This is an optimization exercise on Yosys and OpenROAD, whose aim is small area, not a production implementation.
The RTL was checked by simulation tests, not by an equivalence proof against the original design.
Power and IR drop assume default switching activity.

Setup of wip/umber:
Design FIR_filter, start of the top module:
module FIR_filter #(parameter order = 10)(
	input logic clk,
	input logic reset,
	input logic x_valid,
	input logic signed [23:0] x,
	input logic [16*order - 1:0] h,
	output logic signed [39:0] y
);
For scale: ~1400 cells after synthesis, roughly 230 I/O pins.
export LEC_CHECK = 0
export CAP_MARGIN = 0
export CORE_MARGIN = 2
export CORE_UTILIZATION = 65
export GPL_ROUTABILITY_DRIVEN = 0
export SLEW_MARGIN = 0
export SYNTH_HIERARCHICAL = 1
create_clock -name core_clock -period 10.0 [get_ports {clk}]
standard.sh (not shown) runs the stock make flow with config.mk's settings and CLKGATE_MAP_FILE= SYNTH_SCRIPT=/design/flow/synth_recipe.tcl, a recipe that flattens the netlist after the stock synthesis.
==> flow/flow/run.sh <==
#!/bin/bash
# The standard layout, with three changes to how it is made:
#  - ports are buffered with the smallest buffer (buf_1) instead of the default choice;
#  - before floorplanning, combinational cells that synthesis upsized are set back to their
#    smallest size (downsize.tcl); the flow's timing repair upsizes again where needed;
#  - clock tree synthesis adds no dummy load cells.
# make's full output goes to flow_make.log; each step's log is under orfs/logs/.
set -euo pipefail
here=$(pwd)
bash standard.sh \
  "BUFFER_PORTS_ARGS=-buffer_cell sky130_fd_sc_hd__buf_1" \
  "PRE_FLOORPLAN_TCL=$here/flow/downsize.tcl" \
  "CTS_ARGS=-sink_clustering_enable -repair_clock_nets -sink_clustering_size 20 -sink_clustering_max_diameter 70 -buf_list sky130_fd_sc_hd__clkbuf_8 -dont_use_dummy_load" \
  finish > "$here/flow_make.log" 2>&1
==> flow/flow/downsize.tcl <==
# Set every combinational cell that is not a buffer, delay or clock cell to the smallest
# size of its kind (for example a22oi_2 -> a22oi_1). Sequential cells are left alone.
set db [ord::get_db]
set n 0
foreach inst [[ord::get_db_block] getInsts] {
  set master [$inst getMaster]
  set name [$master getName]
  if { ![regexp {^sky130_fd_sc_hd__([a-z0-9]+)_([0-9]+)$} $name -> base drive] } { continue }
  if { [regexp {^(df|edf|sdf|sedf|dl|clk|buf|dly|conb|tap|fill|decap|diode|probe|lpflow)} $base] } { continue }
  set best $master
  foreach d {0 1 2} {
    set cand [$db findMaster "sky130_fd_sc_hd__${base}_$d"]
    if { $cand ne "NULL" && [$cand getWidth] < [[set best] getWidth] } { set best $cand }
  }
  if { $best ne $master } {
    replace_cell [$inst getName] [$best getName]
    incr n
  }
}
puts "downsize.tcl: resized $n instances"
[inputs] wip/xenon vs wip/umber
- clearing GPL_ROUTABILITY_DRIVEN, which used to be 0
- swapping 65 for 60 in CORE_UTILIZATION
-- flow/flow/run.sh --
<<< wip/umber, line 12
  "PRE_FLOORPLAN_TCL=$here/flow/downsize.tcl" \
  "CTS_ARGS=-sink_clustering_enable -repair_clock_nets -sink_clustering_size 20 -sink_clustering_max_diameter 70 -buf_list sky130_fd_sc_hd__clkbuf_8 -dont_use_dummy_load" \
  finish > "$here/flow_make.log" 2>&1
>>> wip/xenon, line 12
  "PRE_FLOORPLAN_TCL=$here/flow/downsize.tcl" \
  "CTS_ARGS=-sink_clustering_enable -repair_clock_nets -sink_clustering_size 30 -sink_clustering_max_diameter 100 -buf_list sky130_fd_sc_hd__clkbuf_16 -dont_use_dummy_load" \
  finish > "$here/flow_make.log" 2>&1
==> comparison <==
- wip/xenon was carried through to the last stage, and its layout satisfied the timing, design-rule and antenna checks.
- wip/xenon: worst hold slack 24 ps above wip/umber
- Re number of clock buffer instances in the layout: wip/xenon is 7 down on wip/umber.
- Worst clock skew: wip/xenon > wip/umber
- When wip/xenon is set beside wip/umber, its overall routing resource usage turns out to be 2.9 points smaller.
- wip/xenon: worst setup slack 61 ps below wip/umber
Setup changes, wip/xenon to wip/maple
- CORE_UTILIZATION changed from 60 to 70
-- flow/flow/run.sh --
<<< wip/xenon, line 12
  "PRE_FLOORPLAN_TCL=$here/flow/downsize.tcl" \
  "CTS_ARGS=-sink_clustering_enable -repair_clock_nets -sink_clustering_size 30 -sink_clustering_max_diameter 100 -buf_list sky130_fd_sc_hd__clkbuf_16 -dont_use_dummy_load" \
  finish > "$here/flow_make.log" 2>&1
>>> wip/maple, line 12
  "PRE_FLOORPLAN_TCL=$here/flow/downsize.tcl" \
  "CTS_ARGS=-sink_clustering_enable -repair_clock_nets -sink_clustering_size 20 -sink_clustering_max_diameter 70 -buf_list sky130_fd_sc_hd__clkbuf_8 -dont_use_dummy_load" \
  finish > "$here/flow_make.log" 2>&1
--- outcome ---
Multi-input gate share of total cell area | wip/maple above wip/xenon
wip/xenon → wip/maple: total chip power decreased by 17 uW relative to the old numbers; power share of the combinational group +1.7 points; clock network area share fell 0.51 points; minimum clock period dropped 450 ps; actual transition at the worst max-transition pin has increased.
Origin of the worst setup path = h[101]: wip/xenon; origin of the worst setup path = h[49]: wip/maple
Detailed-route wire length (wip/maple vs. wip/xenon) increases slightly
Looking at wip/maple and wip/xenon, the data-path buffer share of cell area in the final layout is a wash.
Inputs modified between wip/maple and wip/amber:
- swapping 70 for 55 in CORE_UTILIZATION
### Flow results
- Via count went down slightly going from wip/maple to wip/amber.
- Going from wip/maple to wip/amber, power shows a reduction of 31 uW, fraction of area in clock buffers and inverters shows an increase of 0.21 points.
- Die width of wip/amber exceeds that of wip/maple by more than 10%.
- Compared to wip/maple, the routing of wip/amber uses more wire.
- Slew of the pin with the lowest slew margin (lower): wip/amber
- Initial core utilization (wip/amber over wip/maple): decrease, 15 points
Setup changes, wip/amber to wip/indigo
- CORE_UTILIZATION now 65, was 55
- PLACE_DENSITY now 0.75, previously not set
--- outcome ---
The post-route minimum period of wip/indigo was inferior to that of wip/amber. Post-route total power: wip/indigo vs wip/amber — no meaningful difference. Global routing usage on met3 is higher on wip/indigo. Measured against each other, wip/indigo and wip/amber differ in minimum setup slack in the final design, the lower figure coming from wip/indigo. Diff wip/amber -> wip/indigo: fraction of area in multi-input gates now sits higher; die width dropped 7.8%. Initial standard-cell utilization of the core: wip/indigo > wip/amber. Between wip/indigo and wip/amber, the relative contribution of combinational cells to total power figures differ only marginally. Sequential share of layout area came out higher on wip/indigo than on wip/amber.
The following lists how wip/fjord was set up differently from wip/indigo:
- PLACE_DENSITY removed (was 0.75)
-- flow/flow/run.sh --
<<< wip/indigo, line 12
  "PRE_FLOORPLAN_TCL=$here/flow/downsize.tcl" \
  "CTS_ARGS=-sink_clustering_enable -repair_clock_nets -sink_clustering_size 20 -sink_clustering_max_diameter 70 -buf_list sky130_fd_sc_hd__clkbuf_8 -dont_use_dummy_load" \
  finish > "$here/flow_make.log" 2>&1
>>> wip/fjord, line 12
  "PRE_FLOORPLAN_TCL=$here/flow/downsize.tcl" \
  "CTS_ARGS=-sink_clustering_enable -repair_clock_nets -sink_clustering_size 18 -sink_clustering_max_diameter 60 -buf_list sky130_fd_sc_hd__clkbuf_8 -dont_use_dummy_load" \
  finish > "$here/flow_make.log" 2>&1
==> run summary <==
- As far as area fraction of clock buffers and clock inverters is concerned, wip/fjord and wip/indigo perform about the same.
- Going from wip/indigo to wip/fjord, via total after detailed routing shrank slightly.
- wip/fjord vs wip/indigo, number of cells traversed by the worst register-to-register path went down by 1.
- wip/indigo → wip/fjord: cell area after placement ~0 delta, clock network fraction of total power +0.3 points.
- Row relative slew slack: wip/fjord higher / wip/indigo lower
- In terms of total leakage power, wip/fjord and wip/indigo differ only marginally.

[port drivers added, routing unchanged]
The flow's constraints put no driver on any port. The routed layouts listed below were extracted and timed again, unchanged, in two steps. Step 1 sets driving cells, clkbuf_16 on the clock port and buf_2 on the other inputs (assumed; they add their load-dependent delay and slew). Step 2 moves the port delays by t, midway between the first and last clock arrival at a register: inputs arrive t later, outputs are due t later. That takes back most of the time a late clock gives input paths. Slacks: ideal ports / drivers / drivers and shift; pairs: ideal ports / drivers.
run | t, ns | slack for setup (ns) | slew at the worst register clock pin (ns) | cell pins on the clock port's net
wip/umber | 0.593 | 0.873 / 0.873 / 0.372 | 0.12 / 0.12 | 1
wip/xenon | 0.536 | 0.813 / 0.845 / 0.309 | 0.11 / 0.11 | 1
wip/maple | 0.569 | 1.263 / 1.270 / 0.702 | 0.12 / 0.12 | 1
wip/amber | 0.590 | 1.423 / 1.423 / 0.949 | 0.12 / 0.12 | 1
wip/indigo | 0.598 | 0.726 / 0.726 / 0.554 | 0.12 / 0.12 | 1
wip/fjord | 0.607 | 0.662 / 0.689 / 0.081 | 0.11 / 0.11 | 1
After both steps setup and hold are still met in every run listed. For wip/fjord, which loses most, drivers alone change the setup slack by +0.027 ns; drivers and shift together by -0.581 ns.
